From an optimization exercise on the open Yosys and OpenROAD flow, aimed at small area and a short achievable clock period; shortcuts taken in it are not production practice. For this run, only the layout was checked, not whether the RTL still works. Power figures rest on the tool's default switching activity, not on a simulated workload.

**design/flow/config.mk**
```make
export PLATFORM = sky130hd
export DESIGN_NAME = alu16bit
export DESIGN_NICKNAME = alu16bit
export VERILOG_FILES = /design/flow/design.v
export SDC_FILE = /design/flow/constraint.sdc
export NUM_CORES = 4
export LEC_CHECK = 0
export ABC_AREA = 0
export CAP_MARGIN = 20
export CORE_MARGIN = 2
export CORE_UTILIZATION = 40
export GPL_TIMING_DRIVEN = 0
export SETUP_SLACK_MARGIN = 0.5
export SLEW_MARGIN = 20
export SYNTH_HIERARCHICAL = 1
```
**design/flow/constraint.sdc**
```tcl
create_clock -name core_clock -period 7.2 [get_ports {clk}]
set_input_delay 1.4400 -clock core_clock [delete_from_list [all_inputs] [get_ports {clk}]]
set_output_delay 1.4400 -clock core_clock [all_outputs]
set_load 0.01 [all_outputs]
```
**design/flow/design.v**
```verilog
module alu16bit (
  input clk,
  input reset,
  input [2:0] operation,
  input [15:0] operand_A,
  input [15:0] operand_B,
  output reg [31:0] result,
  output reg carry_flag,
  output reg zero_flag
);
  wire [15:0] a = operand_A;
  wire [15:0] b = operand_B;
  wire is_add = ~reset & (operation == 3'd0);
  wire is_sub = ~reset & (operation == 3'd1);
  wire is_mul = ~reset & (operation == 3'd2);
  wire [15:0] m = is_mul ? b : {15'd0, is_add | is_sub};
  reg [15:0] cv;
  always @(*) begin
    if (reset) cv = 16'd0;
    else
    case (operation)
      3'd0: cv = b;
      3'd1: cv = ~b;
      3'd3: cv = a & b;
      3'd4: cv = a | b;
      3'd5: cv = ~(a & b);
      3'd6: cv = ~(a | b);
      3'd7: cv = a ^ b;
      default: cv = 16'd0;
    endcase
  end
  wire cin = is_sub;
  wire [15:0] cvn;
  wire t00 = ~(is_sub | (~reset & (operation == 3'd5 || operation == 3'd6)));
  wire t01 = ~(is_add | (~reset & (operation == 3'd4 || operation == 3'd5 || operation == 3'd7)));
  wire t10 = ~(is_sub | (~reset & (operation == 3'd4 || operation == 3'd5 || operation == 3'd7)));
  wire t11 = ~(is_add | (~reset & (operation == 3'd3 || operation == 3'd4)));
  genvar cb;
  generate for (cb = 0; cb < 16; cb = cb + 1) begin : g_cv
    cvbit ucv (a[cb], b[cb], t00, t01, t10, t11, cvn[cb]);
  end endgenerate
  wire is_sub_n = ~is_sub;
  wire [15:0] an = ~a;
  wire [15:0] mn = ~m;
  wire p1;
  nor2 up1 (an[0], mn[0], p1);
  wire p2;
  nor2 up2 (an[1], mn[0], p2);
  wire p3;
  nor2 up3 (an[2], mn[0], p3);
  wire p4;
  nor2 up4 (an[3], mn[0], p4);
  wire p5;
  nor2 up5 (an[4], mn[0], p5);
  wire p6;
  nor2 up6 (an[5], mn[0], p6);
  wire p7;
  nor2 up7 (an[6], mn[0], p7);
  wire p8;
  nor2 up8 (an[7], mn[0], p8);
  wire p9;
  nor2 up9 (an[8], mn[0], p9);
  wire p10;
  nor2 up10 (an[9], mn[0], p10);
  wire p11;
  nor2 up11 (an[10], mn[0], p11);
  wire p12;
  nor2 up12 (an[11], mn[0], p12);
  wire p13;
  nor2 up13 (an[12], mn[0], p13);
  wire p14;
  nor2 up14 (an[13], mn[0], p14);
  wire p15;
  nor2 up15 (an[14], mn[0], p15);
  wire p16;
  nor2 up16 (an[15], mn[0], p16);
  wire p17;
  o21ai up17 (an[0], mn[1], cvn[1], p17);
  wire p18;
  o21ai up18 (an[1], mn[1], cvn[2], p18);
  wire p19;
  o21ai up19 (an[2], mn[1], cvn[3], p19);
  wire p20;
  o21ai up20 (an[3], mn[1], cvn[4], p20);
  wire p21;
  o21ai up21 (an[4], mn[1], cvn[5], p21);
  wire p22;
  o21ai up22 (an[5], mn[1], cvn[6], p22);
  wire p23;
  o21ai up23 (an[6], mn[1], cvn[7], p23);
  wire p24;
  o21ai up24 (an[7], mn[1], cvn[8], p24);
  wire p25;
  o21ai up25 (an[8], mn[1], cvn[9], p25);
  wire p26;
  o21ai up26 (an[9], mn[1], cvn[10], p26);
  wire p27;
  o21ai up27 (an[10], mn[1], cvn[11], p27);
  wire p28;
  o21ai up28 (an[11], mn[1], cvn[12], p28);
  wire p29;
  o21ai up29 (an[12], mn[1], cvn[13], p29);
  wire p30;
  o21ai up30 (an[13], mn[1], cvn[14], p30);
  wire p31;
  o21ai up31 (an[14], mn[1], cvn[15], p31);
  wire p32;
  nor2 up32 (an[15], mn[1], p32);
  wire p33;
  nor2 up33 (an[0], mn[2], p33);
  wire p34;
  nor2 up34 (an[1], mn[2], p34);
  wire p35;
  nor2 up35 (an[2], mn[2], p35);
  wire p36;
  nor2 up36 (an[3], mn[2], p36);
  wire p37;
  nor2 up37 (an[4], mn[2], p37);
  wire p38;
  nor2 up38 (an[5], mn[2], p38);
  wire p39;
  nor2 up39 (an[6], mn[2], p39);
  wire p40;
  nor2 up40 (an[7], mn[2], p40);
  wire p41;
  nor2 up41 (an[8], mn[2], p41);
  wire p42;
  nor2 up42 (an[9], mn[2], p42);
  wire p43;
  nor2 up43 (an[10], mn[2], p43);
  wire p44;
  nor2 up44 (an[11], mn[2], p44);
  wire p45;
  nor2 up45 (an[12], mn[2], p45);
  wire p46;
  nor2 up46 (an[13], mn[2], p46);
  wire p47;
  nor2 up47 (an[14], mn[2], p47);
  wire p48;
  nor2 up48 (an[15], mn[2], p48);
  wire p49;
  nor2 up49 (an[0], mn[3], p49);
  wire p50;
  nor2 up50 (an[1], mn[3], p50);
  wire p51;
  nor2 up51 (an[2], mn[3], p51);
  wire p52;
  nor2 up52 (an[3], mn[3], p52);
  wire p53;
  nor2 up53 (an[4], mn[3], p53);
  wire p54;
  nor2 up54 (an[5], mn[3], p54);
  wire p55;
  nor2 up55 (an[6], mn[3], p55);
  wire p56;
  nor2 up56 (an[7], mn[3], p56);
  wire p57;
  nor2 up57 (an[8], mn[3], p57);
  wire p58;
  nor2 up58 (an[9], mn[3], p58);
  wire p59;
  nor2 up59 (an[10], mn[3], p59);
  wire p60;
  nor2 up60 (an[11], mn[3], p60);
  wire p61;
  nor2 up61 (an[12], mn[3], p61);
  wire p62;
  nor2 up62 (an[13], mn[3], p62);
  wire p63;
  nor2 up63 (an[14], mn[3], p63);
  wire p64;
  nor2 up64 (an[15], mn[3], p64);
  wire p65;
  nor2 up65 (an[0], mn[4], p65);
  wire p66;
  nor2 up66 (an[1], mn[4], p66);
  wire p67;
  nor2 up67 (an[2], mn[4], p67);
  wire p68;
  nor2 up68 (an[3], mn[4], p68);
  wire p69;
  nor2 up69 (an[4], mn[4], p69);
  wire p70;
  nor2 up70 (an[5], mn[4], p70);
  wire p71;
  nor2 up71 (an[6], mn[4], p71);
  wire p72;
  nor2 up72 (an[7], mn[4], p72);
  wire p73;
  nor2 up73 (an[8], mn[4], p73);
  wire p74;
  nor2 up74 (an[9], mn[4], p74);
  wire p75;
  nor2 up75 (an[10], mn[4], p75);
  wire p76;
  nor2 up76 (an[11], mn[4], p76);
  wire p77;
  nor2 up77 (an[12], mn[4], p77);
  wire p78;
  nor2 up78 (an[13], mn[4], p78);
  wire p79;
  nor2 up79 (an[14], mn[4], p79);
  wire p80;
  nor2 up80 (an[15], mn[4], p80);
  wire p81;
  nor2 up81 (an[0], mn[5], p81);
  wire p82;
  nor2 up82 (an[1], mn[5], p82);
  wire p83;
  nor2 up83 (an[2], mn[5], p83);
  wire p84;
  nor2 up84 (an[3], mn[5], p84);
  wire p85;
  nor2 up85 (an[4], mn[5], p85);
  wire p86;
  nor2 up86 (an[5], mn[5], p86);
  wire p87;
  nor2 up87 (an[6], mn[5], p87);
  wire p88;
  nor2 up88 (an[7], mn[5], p88);
  wire p89;
  nor2 up89 (an[8], mn[5], p89);
  wire p90;
  nor2 up90 (an[9], mn[5], p90);
  wire p91;
  nor2 up91 (an[10], mn[5], p91);
  wire p92;
  nor2 up92 (an[11], mn[5], p92);
  wire p93;
  nor2 up93 (an[12], mn[5], p93);
  wire p94;
  nor2 up94 (an[13], mn[5], p94);
  wire p95;
  nor2 up95 (an[14], mn[5], p95);
  wire p96;
  nor2 up96 (an[15], mn[5], p96);
  wire p97;
  nor2 up97 (an[0], mn[6], p97);
  wire p98;
  nor2 up98 (an[1], mn[6], p98);
  wire p99;
  nor2 up99 (an[2], mn[6], p99);
  wire p100;
  nor2 up100 (an[3], mn[6], p100);
  wire p101;
  nor2 up101 (an[4], mn[6], p101);
  wire p102;
  nor2 up102 (an[5], mn[6], p102);
  wire p103;
  nor2 up103 (an[6], mn[6], p103);
  wire p104;
  nor2 up104 (an[7], mn[6], p104);
  wire p105;
  nor2 up105 (an[8], mn[6], p105);
  wire p106;
  nor2 up106 (an[9], mn[6], p106);
  wire p107;
  nor2 up107 (an[10], mn[6], p107);
  wire p108;
  nor2 up108 (an[11], mn[6], p108);
  wire p109;
  nor2 up109 (an[12], mn[6], p109);
  wire p110;
  nor2 up110 (an[13], mn[6], p110);
  wire p111;
  nor2 up111 (an[14], mn[6], p111);
  wire p112;
  nor2 up112 (an[15], mn[6], p112);
  wire p113;
  nor2 up113 (an[0], mn[7], p113);
  wire p114;
  nor2 up114 (an[1], mn[7], p114);
  wire p115;
  nor2 up115 (an[2], mn[7], p115);
  wire p116;
  nor2 up116 (an[3], mn[7], p116);
  wire p117;
  nor2 up117 (an[4], mn[7], p117);
  wire p118;
  nor2 up118 (an[5], mn[7], p118);
  wire p119;
  nor2 up119 (an[6], mn[7], p119);
  wire p120;
  nor2 up120 (an[7], mn[7], p120);
  wire p121;
  nor2 up121 (an[8], mn[7], p121);
  wire p122;
  nor2 up122 (an[9], mn[7], p122);
  wire p123;
  nor2 up123 (an[10], mn[7], p123);
  wire p124;
  nor2 up124 (an[11], mn[7], p124);
  wire p125;
  nor2 up125 (an[12], mn[7], p125);
  wire p126;
  nor2 up126 (an[13], mn[7], p126);
  wire p127;
  nor2 up127 (an[14], mn[7], p127);
  wire p128;
  nor2 up128 (an[15], mn[7], p128);
  wire p129;
  nor2 up129 (an[0], mn[8], p129);
  wire p130;
  nor2 up130 (an[1], mn[8], p130);
  wire p131;
  nor2 up131 (an[2], mn[8], p131);
  wire p132;
  nor2 up132 (an[3], mn[8], p132);
  wire p133;
  nor2 up133 (an[4], mn[8], p133);
  wire p134;
  nor2 up134 (an[5], mn[8], p134);
  wire p135;
  nor2 up135 (an[6], mn[8], p135);
  wire p136;
  nor2 up136 (an[7], mn[8], p136);
  wire p137;
  nor2 up137 (an[8], mn[8], p137);
  wire p138;
  nor2 up138 (an[9], mn[8], p138);
  wire p139;
  nor2 up139 (an[10], mn[8], p139);
  wire p140;
  nor2 up140 (an[11], mn[8], p140);
  wire p141;
  nor2 up141 (an[12], mn[8], p141);
  wire p142;
  nor2 up142 (an[13], mn[8], p142);
  wire p143;
  nor2 up143 (an[14], mn[8], p143);
  wire p144;
  nor2 up144 (an[15], mn[8], p144);
  wire p145;
  nor2 up145 (an[0], mn[9], p145);
  wire p146;
  nor2 up146 (an[1], mn[9], p146);
  wire p147;
  nor2 up147 (an[2], mn[9], p147);
  wire p148;
  nor2 up148 (an[3], mn[9], p148);
  wire p149;
  nor2 up149 (an[4], mn[9], p149);
  wire p150;
  nor2 up150 (an[5], mn[9], p150);
  wire p151;
  nor2 up151 (an[6], mn[9], p151);
  wire p152;
  nor2 up152 (an[7], mn[9], p152);
  wire p153;
  nor2 up153 (an[8], mn[9], p153);
  wire p154;
  nor2 up154 (an[9], mn[9], p154);
  wire p155;
  nor2 up155 (an[10], mn[9], p155);
  wire p156;
  nor2 up156 (an[11], mn[9], p156);
  wire p157;
  nor2 up157 (an[12], mn[9], p157);
  wire p158;
  nor2 up158 (an[13], mn[9], p158);
  wire p159;
  nor2 up159 (an[14], mn[9], p159);
  wire p160;
  nor2 up160 (an[15], mn[9], p160);
  wire p161;
  nor2 up161 (an[0], mn[10], p161);
  wire p162;
  nor2 up162 (an[1], mn[10], p162);
  wire p163;
  nor2 up163 (an[2], mn[10], p163);
  wire p164;
  nor2 up164 (an[3], mn[10], p164);
  wire p165;
  nor2 up165 (an[4], mn[10], p165);
  wire p166;
  nor2 up166 (an[5], mn[10], p166);
  wire p167;
  nor2 up167 (an[6], mn[10], p167);
  wire p168;
  nor2 up168 (an[7], mn[10], p168);
  wire p169;
  nor2 up169 (an[8], mn[10], p169);
  wire p170;
  nor2 up170 (an[9], mn[10], p170);
  wire p171;
  nor2 up171 (an[10], mn[10], p171);
  wire p172;
  nor2 up172 (an[11], mn[10], p172);
  wire p173;
  nor2 up173 (an[12], mn[10], p173);
  wire p174;
  nor2 up174 (an[13], mn[10], p174);
  wire p175;
  nor2 up175 (an[14], mn[10], p175);
  wire p176;
  nor2 up176 (an[15], mn[10], p176);
  wire p177;
  nor2 up177 (an[0], mn[11], p177);
  wire p178;
  nor2 up178 (an[1], mn[11], p178);
  wire p179;
  nor2 up179 (an[2], mn[11], p179);
  wire p180;
  nor2 up180 (an[3], mn[11], p180);
  wire p181;
  nor2 up181 (an[4], mn[11], p181);
  wire p182;
  nor2 up182 (an[5], mn[11], p182);
  wire p183;
  nor2 up183 (an[6], mn[11], p183);
  wire p184;
  nor2 up184 (an[7], mn[11], p184);
  wire p185;
  nor2 up185 (an[8], mn[11], p185);
  wire p186;
  nor2 up186 (an[9], mn[11], p186);
  wire p187;
  nor2 up187 (an[10], mn[11], p187);
  wire p188;
  nor2 up188 (an[11], mn[11], p188);
  wire p189;
  nor2 up189 (an[12], mn[11], p189);
  wire p190;
  nor2 up190 (an[13], mn[11], p190);
  wire p191;
  nor2 up191 (an[14], mn[11], p191);
  wire p192;
  nor2 up192 (an[15], mn[11], p192);
  wire p193;
  nor2 up193 (an[0], mn[12], p193);
  wire p194;
  nor2 up194 (an[1], mn[12], p194);
  wire p195;
  nor2 up195 (an[2], mn[12], p195);
  wire p196;
  nor2 up196 (an[3], mn[12], p196);
  wire p197;
  nor2 up197 (an[4], mn[12], p197);
  wire p198;
  nor2 up198 (an[5], mn[12], p198);
  wire p199;
  nor2 up199 (an[6], mn[12], p199);
  wire p200;
  nor2 up200 (an[7], mn[12], p200);
  wire p201;
  nor2 up201 (an[8], mn[12], p201);
  wire p202;
  nor2 up202 (an[9], mn[12], p202);
  wire p203;
  nor2 up203 (an[10], mn[12], p203);
  wire p204;
  nor2 up204 (an[11], mn[12], p204);
  wire p205;
  nor2 up205 (an[12], mn[12], p205);
  wire p206;
  nor2 up206 (an[13], mn[12], p206);
  wire p207;
  nor2 up207 (an[14], mn[12], p207);
  wire p208;
  nor2 up208 (an[15], mn[12], p208);
  wire p209;
  nor2 up209 (an[0], mn[13], p209);
  wire p210;
  nor2 up210 (an[1], mn[13], p210);
  wire p211;
  nor2 up211 (an[2], mn[13], p211);
  wire p212;
  nor2 up212 (an[3], mn[13], p212);
  wire p213;
  nor2 up213 (an[4], mn[13], p213);
  wire p214;
  nor2 up214 (an[5], mn[13], p214);
  wire p215;
  nor2 up215 (an[6], mn[13], p215);
  wire p216;
  nor2 up216 (an[7], mn[13], p216);
  wire p217;
  nor2 up217 (an[8], mn[13], p217);
  wire p218;
  nor2 up218 (an[9], mn[13], p218);
  wire p219;
  nor2 up219 (an[10], mn[13], p219);
  wire p220;
  nor2 up220 (an[11], mn[13], p220);
  wire p221;
  nor2 up221 (an[12], mn[13], p221);
  wire p222;
  nor2 up222 (an[13], mn[13], p222);
  wire p223;
  nor2 up223 (an[14], mn[13], p223);
  wire p224;
  nor2 up224 (an[15], mn[13], p224);
  wire p225;
  nor2 up225 (an[0], mn[14], p225);
  wire p226;
  nor2 up226 (an[1], mn[14], p226);
  wire p227;
  nor2 up227 (an[2], mn[14], p227);
  wire p228;
  nor2 up228 (an[3], mn[14], p228);
  wire p229;
  nor2 up229 (an[4], mn[14], p229);
  wire p230;
  nor2 up230 (an[5], mn[14], p230);
  wire p231;
  nor2 up231 (an[6], mn[14], p231);
  wire p232;
  nor2 up232 (an[7], mn[14], p232);
  wire p233;
  nor2 up233 (an[8], mn[14], p233);
  wire p234;
  nor2 up234 (an[9], mn[14], p234);
  wire p235;
  nor2 up235 (an[10], mn[14], p235);
  wire p236;
  nor2 up236 (an[11], mn[14], p236);
  wire p237;
  nor2 up237 (an[12], mn[14], p237);
  wire p238;
  nor2 up238 (an[13], mn[14], p238);
  wire p239;
  nor2 up239 (an[14], mn[14], p239);
  wire p240;
  nor2 up240 (an[15], mn[14], p240);
  wire p241;
  nor2 up241 (an[0], mn[15], p241);
  wire p242;
  o21ai up242 (an[1], mn[15], is_sub_n, p242);
  wire p243;
  o21ai up243 (an[2], mn[15], is_sub_n, p243);
  wire p244;
  o21ai up244 (an[3], mn[15], is_sub_n, p244);
  wire p245;
  o21ai up245 (an[4], mn[15], is_sub_n, p245);
  wire p246;
  o21ai up246 (an[5], mn[15], is_sub_n, p246);
  wire p247;
  o21ai up247 (an[6], mn[15], is_sub_n, p247);
  wire p248;
  o21ai up248 (an[7], mn[15], is_sub_n, p248);
  wire p249;
  o21ai up249 (an[8], mn[15], is_sub_n, p249);
  wire p250;
  o21ai up250 (an[9], mn[15], is_sub_n, p250);
  wire p251;
  o21ai up251 (an[10], mn[15], is_sub_n, p251);
  wire p252;
  o21ai up252 (an[11], mn[15], is_sub_n, p252);
  wire p253;
  o21ai up253 (an[12], mn[15], is_sub_n, p253);
  wire p254;
  o21ai up254 (an[13], mn[15], is_sub_n, p254);
  wire p255;
  o21ai up255 (an[14], mn[15], is_sub_n, p255);
  wire p256;
  o21ai up256 (an[15], mn[15], is_sub_n, p256);
  wire n257, n258;
  ha un257 (p14, p44, n257, n258);
  wire n259, n260;
  fa un259 (p15, p45, p60, n259, n260);
  wire n261, n262;
  ha un261 (p75, p90, n261, n262);
  wire n263, n264;
  fa un263 (p16, p46, p61, n263, n264);
  wire n265, n266;
  fa un265 (p76, p91, p106, n265, n266);
  wire n267, n268;
  ha un267 (p121, p136, n267, n268);
  wire n269, n270;
  fa un269 (p32, p47, p62, n269, n270);
  wire n271, n272;
  fa un271 (p77, p92, p107, n271, n272);
  wire n273, n274;
  ha un273 (p122, p137, n273, n274);
  wire n275, n276;
  fa un275 (p48, p63, p78, n275, n276);
  wire n277, n278;
  fa un277 (p93, p108, p123, n277, n278);
  wire n279, n280;
  fa un279 (p64, p79, p94, n279, n280);
  wire n281, n282;
  ha un281 (p10, p40, n281, n282);
  wire n283, n284;
  fa un283 (p11, p41, p56, n283, n284);
  wire n285, n286;
  ha un285 (p71, p86, n285, n286);
  wire n287, n288;
  fa un287 (p12, p42, p57, n287, n288);
  wire n289, n290;
  fa un289 (p72, p87, p102, n289, n290);
  wire n291, n292;
  ha un291 (p117, p132, n291, n292);
  wire n293, n294;
  fa un293 (p13, p43, p58, n293, n294);
  wire n295, n296;
  fa un295 (p73, p88, p103, n295, n296);
  wire n297, n298;
  fa un297 (p118, p133, p148, n297, n298);
  wire n299, n300;
  ha un299 (p163, p178, n299, n300);
  wire n301, n302;
  fa un301 (p59, p74, p89, n301, n302);
  wire n303, n304;
  fa un303 (p104, p119, p134, n303, n304);
  wire n305, n306;
  fa un305 (p149, p164, p179, n305, n306);
  wire n307, n308;
  fa un307 (p194, p209, n257, n307, n308);
  wire n309, n310;
  fa un309 (p105, p120, p135, n309, n310);
  wire n311, n312;
  fa un311 (p150, p165, p180, n311, n312);
  wire n313, n314;
  fa un313 (p195, p210, p225, n313, n314);
  wire n315, n316;
  fa un315 (n258, n261, n259, n315, n316);
  wire n317, n318;
  fa un317 (p151, p166, p181, n317, n318);
  wire n319, n320;
  fa un319 (p196, p211, p226, n319, n320);
  wire n321, n322;
  fa un321 (p241, n262, n267, n321, n322);
  wire n323, n324;
  fa un323 (n260, n263, n265, n323, n324);
  wire n325, n326;
  fa un325 (p152, p167, p182, n325, n326);
  wire n327, n328;
  fa un327 (p197, p212, p227, n327, n328);
  wire n329, n330;
  fa un329 (p242, n268, n273, n329, n330);
  wire n331, n332;
  fa un331 (n264, n266, n269, n331, n332);
  wire n333, n334;
  fa un333 (p138, p153, p168, n333, n334);
  wire n335, n336;
  fa un335 (p183, p198, p213, n335, n336);
  wire n337, n338;
  fa un337 (p228, p243, n274, n337, n338);
  wire n339, n340;
  fa un339 (n270, n272, n275, n339, n340);
  wire n341, n342;
  fa un341 (p109, p124, p139, n341, n342);
  wire n343, n344;
  fa un343 (p154, p169, p184, n343, n344);
  wire n345, n346;
  fa un345 (p199, p214, p229, n345, n346);
  wire n347, n348;
  fa un347 (p244, n276, n278, n347, n348);
  wire n349, n350;
  fa un349 (p80, p95, p110, n349, n350);
  wire n351, n352;
  fa un351 (p125, p140, p155, n351, n352);
  wire n353, n354;
  fa un353 (p170, p185, p200, n353, n354);
  wire n355, n356;
  fa un355 (p215, p230, p245, n355, n356);
  wire n357, n358;
  fa un357 (p96, p111, p126, n357, n358);
  wire n359, n360;
  fa un359 (p141, p156, p171, n359, n360);
  wire n361, n362;
  fa un361 (p186, p201, p216, n361, n362);
  wire n363, n364;
  fa un363 (p112, p127, p142, n363, n364);
  wire n365, n366;
  fa un365 (p157, p172, p187, n365, n366);
  wire n367, n368;
  fa un367 (p128, p143, p158, n367, n368);
  wire n369, n370;
  ha un369 (p7, p37, n369, n370);
  wire n371, n372;
  fa un371 (p8, p38, p53, n371, n372);
  wire n373, n374;
  ha un373 (p68, p83, n373, n374);
  wire n375, n376;
  fa un375 (p9, p39, p54, n375, n376);
  wire n377, n378;
  fa un377 (p69, p84, p99, n377, n378);
  wire n379, n380;
  ha un379 (p114, p129, n379, n380);
  wire n381, n382;
  fa un381 (p55, p70, p85, n381, n382);
  wire n383, n384;
  fa un383 (p100, p115, p130, n383, n384);
  wire n385, n386;
  fa un385 (p145, n281, p25, n385, n386);
  wire n387, n388;
  fa un387 (p101, p116, p131, n387, n388);
  wire n389, n390;
  fa un389 (p146, p161, n282, n389, n390);
  wire n391, n392;
  fa un391 (n285, n283, p26, n391, n392);
  wire n393, n394;
  fa un393 (p147, p162, p177, n393, n394);
  wire n395, n396;
  fa un395 (n286, n291, n284, n395, n396);
  wire n397, n398;
  fa un397 (n287, n289, p27, n397, n398);
  wire n399, n400;
  fa un399 (p193, n292, n299, n399, n400);
  wire n401, n402;
  fa un401 (n288, n290, n293, n401, n402);
  wire n403, n404;
  fa un403 (n295, n297, p28, n403, n404);
  wire n405, n406;
  fa un405 (n300, n294, n296, n405, n406);
  wire n407, n408;
  fa un407 (n298, n301, n303, n407, n408);
  wire n409, n410;
  fa un409 (n305, n307, p29, n409, n410);
  wire n411, n412;
  fa un411 (n302, n304, n306, n411, n412);
  wire n413, n414;
  fa un413 (n309, n311, n313, n413, n414);
  wire n415, n416;
  fa un415 (n308, p30, n315, n415, n416);
  wire n417, n418;
  fa un417 (n310, n312, n314, n417, n418);
  wire n419, n420;
  fa un419 (n317, n319, n321, n419, n420);
  wire n421, n422;
  fa un421 (p31, n316, n323, n421, n422);
  wire n423, n424;
  fa un423 (n318, n320, n271, n423, n424);
  wire n425, n426;
  fa un425 (n325, n327, n322, n425, n426);
  wire n427, n428;
  fa un427 (n329, n324, n331, n427, n428);
  wire n429, n430;
  fa un429 (n326, n328, n277, n429, n430);
  wire n431, n432;
  fa un431 (n333, n335, n330, n431, n432);
  wire n433, n434;
  fa un433 (n337, n332, n339, n433, n434);
  wire n435, n436;
  fa un435 (n334, n336, n279, n435, n436);
  wire n437, n438;
  fa un437 (n341, n343, n345, n437, n438);
  wire n439, n440;
  fa un439 (n338, n340, n347, n439, n440);
  wire n441, n442;
  fa un441 (n342, n344, n346, n441, n442);
  wire n443, n444;
  fa un443 (n280, n349, n351, n443, n444);
  wire n445, n446;
  fa un445 (n353, n355, n348, n445, n446);
  wire n447, n448;
  fa un447 (p231, p246, n350, n447, n448);
  wire n449, n450;
  fa un449 (n352, n354, n356, n449, n450);
  wire n451, n452;
  fa un451 (n357, n359, n361, n451, n452);
  wire n453, n454;
  fa un453 (p202, p217, p232, n453, n454);
  wire n455, n456;
  fa un455 (p247, n358, n360, n455, n456);
  wire n457, n458;
  fa un457 (n362, n363, n365, n457, n458);
  wire n459, n460;
  fa un459 (p173, p188, p203, n459, n460);
  wire n461, n462;
  fa un461 (p218, p233, p248, n461, n462);
  wire n463, n464;
  fa un463 (n364, n366, n367, n463, n464);
  wire n465, n466;
  fa un465 (p144, p159, p174, n465, n466);
  wire n467, n468;
  fa un467 (p189, p204, p219, n467, n468);
  wire n469, n470;
  fa un469 (p234, p249, n368, n469, n470);
  wire n471, n472;
  fa un471 (p160, p175, p190, n471, n472);
  wire n473, n474;
  fa un473 (p205, p220, p235, n473, n474);
  wire n475, n476;
  fa un475 (p176, p191, p206, n475, n476);
  wire n477, n478;
  ha un477 (p5, p35, n477, n478);
  wire n479, n480;
  fa un479 (p6, p36, p51, n479, n480);
  wire n481, n482;
  ha un481 (p66, p81, n481, n482);
  wire n483, n484;
  fa un483 (p52, p67, p82, n483, n484);
  wire n485, n486;
  fa un485 (p97, n369, p22, n485, n486);
  wire n487, n488;
  fa un487 (p98, p113, n370, n487, n488);
  wire n489, n490;
  fa un489 (n373, n371, p23, n489, n490);
  wire n491, n492;
  fa un491 (n374, n379, n372, n491, n492);
  wire n493, n494;
  fa un493 (n375, n377, p24, n493, n494);
  wire n495, n496;
  fa un495 (n380, n376, n378, n495, n496);
  wire n497, n498;
  fa un497 (n381, n383, n385, n497, n498);
  wire n499, n500;
  fa un499 (n382, n384, n387, n499, n500);
  wire n501, n502;
  fa un501 (n389, n386, n391, n501, n502);
  wire n503, n504;
  fa un503 (n388, n393, n390, n503, n504);
  wire n505, n506;
  fa un505 (n395, n392, n397, n505, n506);
  wire n507, n508;
  fa un507 (n394, n399, n396, n507, n508);
  wire n509, n510;
  fa un509 (n401, n398, n403, n509, n510);
  wire n511, n512;
  fa un511 (n400, n402, n405, n511, n512);
  wire n513, n514;
  fa un513 (n407, n404, n409, n513, n514);
  wire n515, n516;
  fa un515 (n406, n408, n411, n515, n516);
  wire n517, n518;
  fa un517 (n413, n410, n415, n517, n518);
  wire n519, n520;
  fa un519 (n412, n414, n417, n519, n520);
  wire n521, n522;
  fa un521 (n419, n416, n421, n521, n522);
  wire n523, n524;
  fa un523 (n418, n423, n425, n523, n524);
  wire n525, n526;
  fa un525 (n420, n422, n427, n525, n526);
  wire n527, n528;
  fa un527 (n424, n429, n426, n527, n528);
  wire n529, n530;
  fa un529 (n431, n428, n433, n529, n530);
  wire n531, n532;
  fa un531 (n430, n435, n437, n531, n532);
  wire n533, n534;
  fa un533 (n432, n434, n439, n533, n534);
  wire n535, n536;
  fa un535 (n436, n438, n441, n535, n536);
  wire n537, n538;
  fa un537 (n443, n445, n440, n537, n538);
  wire n539, n540;
  fa un539 (n442, n444, n447, n539, n540);
  wire n541, n542;
  fa un541 (n449, n451, n446, n541, n542);
  wire n543, n544;
  fa un543 (n453, n448, n450, n543, n544);
  wire n545, n546;
  fa un545 (n452, n455, n457, n545, n546);
  wire n547, n548;
  fa un547 (n454, n459, n461, n547, n548);
  wire n549, n550;
  fa un549 (n456, n458, n463, n549, n550);
  wire n551, n552;
  fa un551 (n460, n462, n465, n551, n552);
  wire n553, n554;
  fa un553 (n467, n464, n469, n553, n554);
  wire n555, n556;
  fa un555 (p250, n466, n468, n555, n556);
  wire n557, n558;
  fa un557 (n471, n473, n470, n557, n558);
  wire n559, n560;
  fa un559 (p221, p236, p251, n559, n560);
  wire n561, n562;
  fa un561 (n472, n474, n475, n561, n562);
  wire n563, n564;
  fa un563 (p192, p207, p222, n563, n564);
  wire n565, n566;
  fa un565 (p237, p252, n476, n565, n566);
  wire n567, n568;
  fa un567 (p208, p223, p238, n567, n568);
  wire n569, n570;
  ha un569 (p4, p34, n569, n570);
  wire n571, n572;
  fa un571 (p50, p65, n477, n571, n572);
  wire n573, n574;
  fa un573 (n478, n481, n479, n573, n574);
  wire n575, n576;
  fa un575 (n482, n480, n483, n575, n576);
  wire n577, n578;
  fa un577 (n484, n487, n486, n577, n578);
  wire n579, n580;
  fa un579 (n488, n491, n490, n579, n580);
  wire n581, n582;
  fa un581 (n492, n495, n494, n581, n582);
  wire n583, n584;
  fa un583 (n496, n499, n498, n583, n584);
  wire n585, n586;
  fa un585 (n500, n503, n502, n585, n586);
  wire n587, n588;
  fa un587 (n504, n507, n506, n587, n588);
  wire n589, n590;
  fa un589 (n508, n511, n510, n589, n590);
  wire n591, n592;
  fa un591 (n512, n515, n514, n591, n592);
  wire n593, n594;
  fa un593 (n516, n519, n518, n593, n594);
  wire n595, n596;
  fa un595 (n520, n523, n522, n595, n596);
  wire n597, n598;
  fa un597 (n527, n524, n526, n597, n598);
  wire n599, n600;
  fa un599 (n531, n528, n533, n599, n600);
  wire n601, n602;
  fa un601 (n532, n535, n534, n601, n602);
  wire n603, n604;
  fa un603 (n536, n539, n538, n603, n604);
  wire n605, n606;
  fa un605 (n540, n543, n545, n605, n606);
  wire n607, n608;
  fa un607 (n547, n544, n546, n607, n608);
  wire n609, n610;
  fa un609 (n548, n551, n550, n609, n610);
  wire n611, n612;
  fa un611 (n552, n555, n557, n611, n612);
  wire n613, n614;
  fa un613 (n559, n556, n561, n613, n614);
  wire n615, n616;
  fa un615 (n560, n563, n562, n615, n616);
  wire n617, n618;
  fa un617 (p253, n564, n567, n617, n618);
  wire n619, n620;
  fa un619 (p224, p239, p254, n619, n620);
  wire n621, n622;
  ha un621 (p3, p33, n621, n622);
  wire n623, n624;
  fa un623 (p49, n569, p19, n623, n624);
  wire n625, n626;
  fa un625 (n570, n571, p20, n625, n626);
  wire n627, n628;
  fa un627 (n572, p21, n573, n627, n628);
  wire n629, n630;
  fa un629 (n574, n575, n485, n629, n630);
  wire n631, n632;
  fa un631 (n576, n489, n577, n631, n632);
  wire n633, n634;
  fa un633 (n493, n578, n579, n633, n634);
  wire n635, n636;
  fa un635 (n580, n581, n497, n635, n636);
  wire n637, n638;
  fa un637 (n582, n501, n583, n637, n638);
  wire n639, n640;
  fa un639 (n505, n584, n585, n639, n640);
  wire n641, n642;
  fa un641 (n509, n586, n587, n641, n642);
  wire n643, n644;
  fa un643 (n513, n588, n589, n643, n644);
  wire n645, n646;
  fa un645 (n517, n590, n591, n645, n646);
  wire n647, n648;
  fa un647 (n521, n592, n593, n647, n648);
  wire n649, n650;
  fa un649 (n525, n594, n595, n649, n650);
  wire n651, n652;
  fa un651 (n529, n596, n597, n651, n652);
  wire n653, n654;
  fa un653 (n530, n598, n599, n653, n654);
  wire n655, n656;
  fa un655 (n537, n600, n601, n655, n656);
  wire n657, n658;
  fa un657 (n541, n602, n603, n657, n658);
  wire n659, n660;
  fa un659 (n542, n605, n604, n659, n660);
  wire n661, n662;
  fa un661 (n549, n607, n606, n661, n662);
  wire n663, n664;
  fa un663 (n553, n608, n609, n663, n664);
  wire n665, n666;
  fa un665 (n554, n610, n611, n665, n666);
  wire n667, n668;
  fa un667 (n558, n613, n612, n667, n668);
  wire n669, n670;
  fa un669 (n565, n614, n615, n669, n670);
  wire n671, n672;
  fa un671 (n566, n617, n616, n671, n672);
  wire n673, n674;
  fa un673 (n568, n619, n618, n673, n674);
  wire n675, n676;
  fa un675 (p240, p255, n620, n675, n676);
  wire n677, n678;
  fa un677 (cin, p1, cv[0], n677, n678);
  wire n679, n680;
  fa un679 (p2, n678, p17, n679, n680);
  wire n681, n682;
  fa un681 (n621, p18, n680, n681, n682);
  wire n683, n684;
  fa un683 (n622, n623, n682, n683, n684);
  wire n685, n686;
  fa un685 (n624, n625, n684, n685, n686);
  wire n687, n688;
  fa un687 (n626, n627, n686, n687, n688);
  wire n689, n690;
  ha un689 (n628, n629, n689, n690);
  wire n691, n692;
  ha un691 (n630, n631, n691, n692);
  wire n693, n694;
  ha un693 (n632, n633, n693, n694);
  wire n695, n696;
  ha un695 (n634, n635, n695, n696);
  wire n697, n698;
  ha un697 (n636, n637, n697, n698);
  wire n699, n700;
  ha un699 (n638, n639, n699, n700);
  wire n701, n702;
  ha un701 (n640, n641, n701, n702);
  wire n703, n704;
  ha un703 (n642, n643, n703, n704);
  wire n705, n706;
  ha un705 (n644, n645, n705, n706);
  wire n707, n708;
  ha un707 (n646, n647, n707, n708);
  wire n709, n710;
  ha un709 (n648, n649, n709, n710);
  wire n711, n712;
  ha un711 (n650, n651, n711, n712);
  wire n713, n714;
  ha un713 (n652, n653, n713, n714);
  wire n715, n716;
  ha un715 (n654, n655, n715, n716);
  wire n717, n718;
  ha un717 (n656, n657, n717, n718);
  wire n719, n720;
  ha un719 (n658, n659, n719, n720);
  wire n721, n722;
  ha un721 (n660, n661, n721, n722);
  wire n723, n724;
  ha un723 (n662, n663, n723, n724);
  wire n725, n726;
  ha un725 (n664, n665, n725, n726);
  wire n727, n728;
  ha un727 (n666, n667, n727, n728);
  wire n729, n730;
  ha un729 (n668, n669, n729, n730);
  wire n731, n732;
  ha un731 (n670, n671, n731, n732);
  wire n733, n734;
  ha un733 (n672, n673, n733, n734);
  wire n735, n736;
  ha un735 (n674, n675, n735, n736);
  wire n737, n738;
  ha un737 (n676, p256, n737, n738);
  wire n739;
  aoi21 un739 (n689, n688, n690, n739);
  wire n740;
  aoi21 un740 (n693, n692, n694, n740);
  wire n741;
  nand2 un741 (n693, n691, n741);
  wire n742;
  aoi21 un742 (n697, n696, n698, n742);
  wire n743;
  nand2 un743 (n697, n695, n743);
  wire n744;
  aoi21 un744 (n701, n700, n702, n744);
  wire n745;
  nand2 un745 (n701, n699, n745);
  wire n746;
  aoi21 un746 (n705, n704, n706, n746);
  wire n747;
  nand2 un747 (n705, n703, n747);
  wire n748;
  aoi21 un748 (n709, n708, n710, n748);
  wire n749;
  nand2 un749 (n709, n707, n749);
  wire n750;
  aoi21 un750 (n713, n712, n714, n750);
  wire n751;
  nand2 un751 (n713, n711, n751);
  wire n752;
  aoi21 un752 (n717, n716, n718, n752);
  wire n753;
  nand2 un753 (n717, n715, n753);
  wire n754;
  aoi21 un754 (n721, n720, n722, n754);
  wire n755;
  nand2 un755 (n721, n719, n755);
  wire n756;
  aoi21 un756 (n725, n724, n726, n756);
  wire n757;
  nand2 un757 (n725, n723, n757);
  wire n758;
  aoi21 un758 (n729, n728, n730, n758);
  wire n759;
  nand2 un759 (n729, n727, n759);
  wire n760;
  aoi21 un760 (n733, n732, n734, n760);
  wire n761;
  nand2 un761 (n733, n731, n761);
  wire n762;
  aoi21 un762 (n737, n736, n738, n762);
  wire n763;
  nand2 un763 (n737, n735, n763);
  wire n764;
  oai21 un764 (n741, n739, n740, n764);
  wire n765;
  oai21 un765 (n745, n742, n744, n765);
  wire n766;
  nor2 un766 (n745, n743, n766);
  wire n767;
  oai21 un767 (n749, n746, n748, n767);
  wire n768;
  nor2 un768 (n749, n747, n768);
  wire n769;
  oai21 un769 (n753, n750, n752, n769);
  wire n770;
  nor2 un770 (n753, n751, n770);
  wire n771;
  oai21 un771 (n757, n754, n756, n771);
  wire n772;
  nor2 un772 (n757, n755, n772);
  wire n773;
  oai21 un773 (n761, n758, n760, n773);
  wire n774;
  nor2 un774 (n761, n759, n774);
  wire n775;
  aoi21 un775 (n766, n764, n765, n775);
  wire n776;
  aoi21 un776 (n770, n767, n769, n776);
  wire n777;
  nand2 un777 (n770, n768, n777);
  wire n778;
  aoi21 un778 (n774, n771, n773, n778);
  wire n779;
  nand2 un779 (n774, n772, n779);
  wire n780;
  oai21 un780 (n777, n775, n776, n780);
  wire n781;
  inv1 un781 (n778, n781);
  wire n782;
  inv1 un782 (n779, n782);
  wire n783;
  aoi21 un783 (n782, n780, n781, n783);
  wire n784;
  inv1 un784 (n775, n784);
  wire n785;
  aoi21 un785 (n768, n784, n767, n785);
  wire n786;
  aoi21 un786 (n772, n780, n771, n786);
  wire n787;
  inv1 un787 (n764, n787);
  wire n788;
  oai21 un788 (n743, n787, n742, n788);
  wire n789;
  oai21 un789 (n747, n775, n746, n789);
  wire n790;
  oai21 un790 (n751, n785, n750, n790);
  wire n791;
  inv1 un791 (n754, n791);
  wire n792;
  inv1 un792 (n755, n792);
  wire n793;
  aoi21 un793 (n792, n780, n791, n793);
  wire n794;
  oai21 un794 (n759, n786, n758, n794);
  wire n795;
  oai21 un795 (n763, n783, n762, n795);
  wire n796;
  inv1 un796 (n692, n796);
  wire n797;
  inv1 un797 (n691, n797);
  wire n798;
  oai21 un798 (n797, n739, n796, n798);
  wire n799;
  aoi21 un799 (n695, n764, n696, n799);
  wire n800;
  aoi21 un800 (n699, n788, n700, n800);
  wire n801;
  inv1 un801 (n704, n801);
  wire n802;
  inv1 un802 (n703, n802);
  wire n803;
  oai21 un803 (n802, n775, n801, n803);
  wire n804;
  aoi21 un804 (n707, n789, n708, n804);
  wire n805;
  inv1 un805 (n712, n805);
  wire n806;
  inv1 un806 (n711, n806);
  wire n807;
  oai21 un807 (n806, n785, n805, n807);
  wire n808;
  aoi21 un808 (n715, n790, n716, n808);
  wire n809;
  aoi21 un809 (n719, n780, n720, n809);
  wire n810;
  inv1 un810 (n724, n810);
  wire n811;
  inv1 un811 (n723, n811);
  wire n812;
  oai21 un812 (n811, n793, n810, n812);
  wire n813;
  inv1 un813 (n728, n813);
  wire n814;
  inv1 un814 (n727, n814);
  wire n815;
  oai21 un815 (n814, n786, n813, n815);
  wire n816;
  aoi21 un816 (n731, n794, n732, n816);
  wire n817;
  inv1 un817 (n736, n817);
  wire n818;
  inv1 un818 (n735, n818);
  wire n819;
  oai21 un819 (n818, n783, n817, n819);
  wire n820;
  aoi21 un820 (is_sub, n795, 1'b0, n820);
  wire n821;
  xor2 un821 (n689, n688, n821);
  wire n822;
  xnor2 un822 (n691, n739, n822);
  wire n823;
  xor2 un823 (n693, n798, n823);
  wire n824;
  xor2 un824 (n695, n764, n824);
  wire n825;
  xnor2 un825 (n697, n799, n825);
  wire n826;
  xor2 un826 (n699, n788, n826);
  wire n827;
  xnor2 un827 (n701, n800, n827);
  wire n828;
  xnor2 un828 (n703, n775, n828);
  wire n829;
  xor2 un829 (n705, n803, n829);
  wire n830;
  xor2 un830 (n707, n789, n830);
  wire n831;
  xnor2 un831 (n709, n804, n831);
  wire n832;
  xnor2 un832 (n711, n785, n832);
  wire n833;
  xor2 un833 (n713, n807, n833);
  wire n834;
  xor2 un834 (n715, n790, n834);
  wire n835;
  xnor2 un835 (n717, n808, n835);
  wire n836;
  xor2 un836 (n719, n780, n836);
  wire n837;
  xnor2 un837 (n721, n809, n837);
  wire n838;
  xnor2 un838 (n723, n793, n838);
  wire n839;
  xor2 un839 (n725, n812, n839);
  wire n840;
  xnor2 un840 (n727, n786, n840);
  wire n841;
  xor2 un841 (n729, n815, n841);
  wire n842;
  xor2 un842 (n731, n794, n842);
  wire n843;
  xnor2 un843 (n733, n816, n843);
  wire n844;
  xnor2 un844 (n735, n783, n844);
  wire n845;
  xor2 un845 (n737, n819, n845);
  wire n846;
  xor2 un846 (is_sub, n795, n846);
  wire [31:0] s = {n846, n845, n844, n843, n842, n841, n840, n839, n838, n837, n836, n835, n834, n833, n832, n831, n830, n829, n828, n827, n826, n825, n824, n823, n822, n821, n687, n685, n683, n681, n679, n677};
  wire borrow = is_sub & s[16];
  wire zero_lo = (s[15:0] == 16'd0);
  wire zero_mul = (a == 16'd0) | (b == 16'd0);
  wire [31:0] r = s;
  wire z_e = ~reset & ~is_mul & ~(|s[11:0]);
  wire z_m = ~reset & is_mul & zero_mul;
  wire z_l1, z_l2, z;
  nor2 uz1 (s[15], s[14], z_l1);
  nor2 uz2 (s[13], s[12], z_l2);
  a31o uz3 (z_l1, z_l2, z_e, z_m, z);
  always @(posedge clk) begin
    result     <= r;
    carry_flag <= borrow;
    zero_flag  <= z;
  end
endmodule
module fa (input a, input b, input c, output s, output co);
  assign s = a ^ b ^ c;
  assign co = (a & b) | (a & c) | (b & c);
endmodule
module ha (input a, input b, output s, output co);
  assign s = a ^ b;
  assign co = a & b;
endmodule
module xor2 (input a, input b, output y);
  assign y = a ^ b;
endmodule
module xnor2 (input a, input b, output y);
  assign y = ~(a ^ b);
endmodule
module nand2 (input a, input b, output y);
  assign y = ~(a & b);
endmodule
module nor2 (input a, input b, output y);
  assign y = ~(a | b);
endmodule
module inv1 (input a, output y);
  assign y = ~a;
endmodule
module a31o (input a, input b, input c, input d, output y);
  assign y = (a & b & c) | d;
endmodule
module cvbit (input a, input b, input t00, input t01, input t10, input t11, output y);
  assign y = a ? (b ? t11 : t10) : (b ? t01 : t00);
endmodule
module aoi21 (input a, input b, input c, output y);
  assign y = ~((a & b) | c);
endmodule
module o21ai (input a, input b, input c, output y);
  assign y = ~((a | b) & c);
endmodule
module oai21 (input a, input b, input c, output y);
  assign y = ~((a | b) & c);
endmodule
```
**design/flow/flow/run.sh**
```bash
#!/bin/bash
# The standard layout, with the port buffers made of plain buffers (sky130
# buf_1, which the resizer may upsize) instead of the delay-cell buffers that
# buffer_ports picks by default.
set -euo pipefail
export BUFFER_PORTS_ARGS="-buffer_cell sky130_fd_sc_hd__buf_1"
bash standard.sh > standard.log 2>&1
```
**design/flow/standard.sh**
```bash
#!/bin/bash
# synth_recipe.tcl (not shown) runs the flow's synth.tcl, then flattens the netlist and writes it again
# the make line also repeats each setting of config.mk as NAME=value (left out here)
make -C /OpenROAD-flow-scripts/flow DESIGN_CONFIG=/design/flow/config.mk WORK_HOME=/design/flow/orfs CLKGATE_MAP_FILE= SYNTH_SCRIPT=/design/flow/synth_recipe.tcl "${@:-finish}"
```
==> notes.md <==
- Outcome: finished clean
- Critical path endpoint category: flip-flop
- Fin crit share: 0.9050
- Synth Area in Adders: 0.5899
- Total Nets Final: 1,104
- Leak: 4.383 nW
- Startpoint Class: input pin
- DRT Pass-1 Iters: 5
- GRT Resource Usage Total: 0.2226
- Area grow syn2layout: 15.22%
- Clock-pin slew of the registers on the worst-case setup and hold paths: 0.06 ns
- Routed WL: 21.65 mm
- Maximum VDD drop: 0.00008942 V
- Syn Area/Cell: 10.45 um^2
- FMAX: about 150 MHz
- Antenna-violating nets left: 0
- Fillers: 1,770
- Die Wd: 142.9 um
- Total power per unit cell area: 105.3 nW/um^2
- XOR/XNOR share of the synthesized area: 0.03066
- Class of the most critical setup path: in -> reg
- Register area share after synthesis: 0.08825
- Seq pwr share: 0.252
- Hold_buf cts: 0
- Total power: 0.9354 mW
- Total grt overflow: 0
- Area share of and/or/nand/nor cells after synthesis: 0.1548
- Crit path from: operation[0]
- Largest net degree at the start of global routing: 17
- Worst EP required: 7.39 ns
- Top FF cell, synth: dfxtp_1
- Clock Path Buffers: 2
- Starting density of the core: 0.4096
- Measured slew at the worst slew-check pin: 0.7536 ns
- Layout cell share with drive strength beyond 1: 0.1309
- Post-route minimum period: 6.516 ns
- Crit Path Max Fanout: 16
- CP arrival: 6.70 ns
- Root cell of the clock tree: clkbuf_16
- FP Rows: 50
- Synth unique cells: 32
- Wire length per cell: 19.96 um
- # port buffers: 69
- Post-Synthesis Cell Area: 7712 um^2
- Cts bufs inserted: 5
- Post-Syn Instances: 738
- Multi-input gate area: around 7000 um^2
- IO Pins: 71
- Hold Path Origin: operation[0]
- Yosys reg bits: 34
- DRC: 0
- DR iter-0 viols: 251
- Vias in the first global route: 6,411
- Slew Limit Fails: 0
- Rel. slew slack: 0.4970
- Syn. warnings: 7
- Internal: 0.5776 mW
- Initial antenna violation count: 0
- DP HPWL: 16.23 mm
- Die Y: approximately 140 um
- Final cell utilization of the core: 0.4719
- Compound-gate portion of the synthesized area: 0.07025
- Combinational family with the most area after synthesis: adder cells
- Final hold viol count: 0
- Synth async-reset ratio: 0
- Routability Congestion: 0.8518
- Psw: 0.3578 mW
- Max Cap Viol: 0
- Clk pwr share: 0.320
- CTS tree: yes
- Post-synthesis mux area share: 0.04510
- Core area: 18,830 um^2
- Synthesized Nets: slightly above 1,000
- Post-synth EDFFs: 0
- Via count: 5,940
- RSZ-0062 raised after global routing: yes
- Antenna Cells: 0
- CTS sink count: 34
- Vias per cell: 5.475
- Setup-failing EPs final: 0
- Sw Share: 0.3825
- FF/Latch Area: 680.7 um^2
- Logic pwr share: 0.428
- Die footprint: roughly 20,000 um^2
- First-pass GRT wire length: around 34 mm
- Worst hold path type: in -> reg
- H-Tree Depth: 2
[synth_stat cells, types with 2 or more instances]
| master | instances | area share |
|---|---|---|
| and2b_2 | 2 | 0.0023 |
| a21oi_1 | 3 | 0.0019 |
| or2_2 | 3 | 0.0024 |
| fa_1 | 201 | 0.52 |
| xnor2_1 | 13 | 0.015 |
| nand2_1 | 32 | 0.016 |
| o21ai_1 | 48 | 0.031 |
| o21bai_1 | 2 | 0.0019 |
| nor4_1 | 11 | 0.0089 |
| nand4_1 | 2 | 0.0016 |
| ha_1 | 42 | 0.068 |
| nor2_1 | 237 | 0.12 |
| mux4_2 | 15 | 0.044 |
| a31oi_1 | 2 | 0.0016 |
| buf_6 | 2 | 0.0029 |
| dfxtp_1 | 34 | 0.088 |
| xor2_1 | 14 | 0.016 |
| a21oi_2 | 26 | 0.030 |
| inv_1 | 36 | 0.018 |
[critical path, cell delays in order]
cell and delay, ns:
buf_6 0.12, nand2b_4 0.15, nor3_4 0.19, buf_12 0.18
buf_16 0.17, nand2_8 0.13, nor2_4 0.15, fa_1 0.46
fa_1 0.52, fa_1 0.43, fa_2 0.36, fa_1 0.47
fa_1 0.57, ha_4 0.22, nand2_1 0.14, o21ai_2 0.10
a21oi_2 0.20, o21ai_4 0.11, buf_4 0.18, a21oi_4 0.13
o21ai_1 0.10, xor2_1 0.16
[area by class of cell]
class,instances,area share
Multi-Input combinational cell,665,0.8030
Sequential cell,34,0.07660
Timing Repair Buffer,79,0.04097
Tap cell,260,0.03661
Inverter,36,0.01605
Clock buffer,5,0.01408
Clock inverter,3,0.007744
Buffer,3,0.004928
[worst paths after layout]
kind	cells past startpoint	slack, ns	endpoint
min	3	1.60	carry_flag
max	22	0.68	result[24]
[Yosys stat by module, one instance, submodules excluded]
module,flip-flops and latches,times used
ha,0,40
fa,0,201
o21ai,0,30
inv1,0,18
nor2,0,233
xnor2,0,12
cvbit,0,15
alu16bit,34,1
aoi21,0,26
xor2,0,14
nand2,0,14
a31o,0,1
oai21,0,18
[per-stage QoR]
step                      setup WS [ns]  std cells  setup TNS [ns]  hold WS [ns]  instance area (um^2)
final                            0.6840       1085               0         1.597                  8886
after global placement          -0.5584       1067          -3.522         1.826                  8303
after CTS                        0.5081       1078               0         1.591                  8650
after global routing             0.4490       1085               0         1.632                  8886
after detailed placement        -0.6076       1067          -4.064         1.824                  8303
after floorplan                  0.5205        738               0         1.674                  7719
[registers in the layout, indices dropped and copies added (netlist names)]
| signal | flops |
|---|---|
| carry_flag | 1 |
| result | 32 |
| zero_flag | 1 |
[layout by cell type, fill, tap and decap left out, types with 8 or more instances in the layout]
cell	instances
inv_1	34
xor2_1	14
a21oi_2	24
dfxtp_1	34
ha_1	39
mux4_2	15
buf_4	8
nand2_1	16
nor2_1	229
o21ai_1	46
fa_1	200
nor4_1	10
xnor2_1	13
buf_1	67
nand2_4	11
[power by group through the flow]
stage / logic (mW) / registers (mW) / clock network (mW)
5_1_grt: 0.442 / 0.239 / 0.313
6_report: 0.401 / 0.235 / 0.299
3_3_place_gp: 0.372 / 0.239 / 0
2_1_floorplan: 0.231 / 0.261 / 0
4_1_cts: 0.386 / 0.236 / 0.307
3_5_place_dp: 0.375 / 0.240 / 0
[per-layer routing]
metal,vias up,share of wire,track usage
li1,2570,-,-
met1,3077,0.42,0.3005
met2,257,0.49,0.3699
met3,36,0.063,0.02985
met4,0,0.029,0.08077
met5,-,0,0
[cells by family (layout without fill, tap and decap cells)]
logic type | count (synthesis) | count (layout)
compound gates | 85 | 85
xor+xnor | 27 | 27
fa+ha+maj | 243 | 243
buf+inv | 39 | 126
flops | 34 | 34
mux | 16 | 16
simple gates | 294 | 294
[timing repair]
| action | in CTS | in global routing |
|---|---|---|
| setup endpoints to repair | 18 | 12 |
| resized for setup | 30 | 36 |
| setup buffers | 3 | 7 |
| pin swaps | 2 | 5 |

[port drivers added, routing unchanged]
The flow's constraints put no driver on any port. The routed layout listed below was extracted and timed again, unchanged, in two steps. Step 1 (the two cells are an assumption about what drives the block):
set clk [get_ports {clk}]
set_driving_cell -lib_cell sky130_fd_sc_hd__clkbuf_16 $clk
set_driving_cell -lib_cell sky130_fd_sc_hd__buf_2 [delete_from_list [all_inputs] $clk]
Step 2 times the ports against the registers' clock, not the clock port: input delays grow and output delays shrink by t, the midpoint of the rising clock arrivals with the driver on. a / b / c = ideal ports / drivers / drivers and shift; a / b = the first two.
t (ns): 0.340
setup WS [ns]: 0.684 / 0.692 / 0.352
latest minus earliest clock arrival (ns): 0.005 / 0.006
slew at the worst register clock pin (ns): 0.06 / 0.06
After both steps this run still meets setup and hold. For this run, drivers alone change the setup slack by +0.008 ns; drivers and shift together by -0.332 ns.
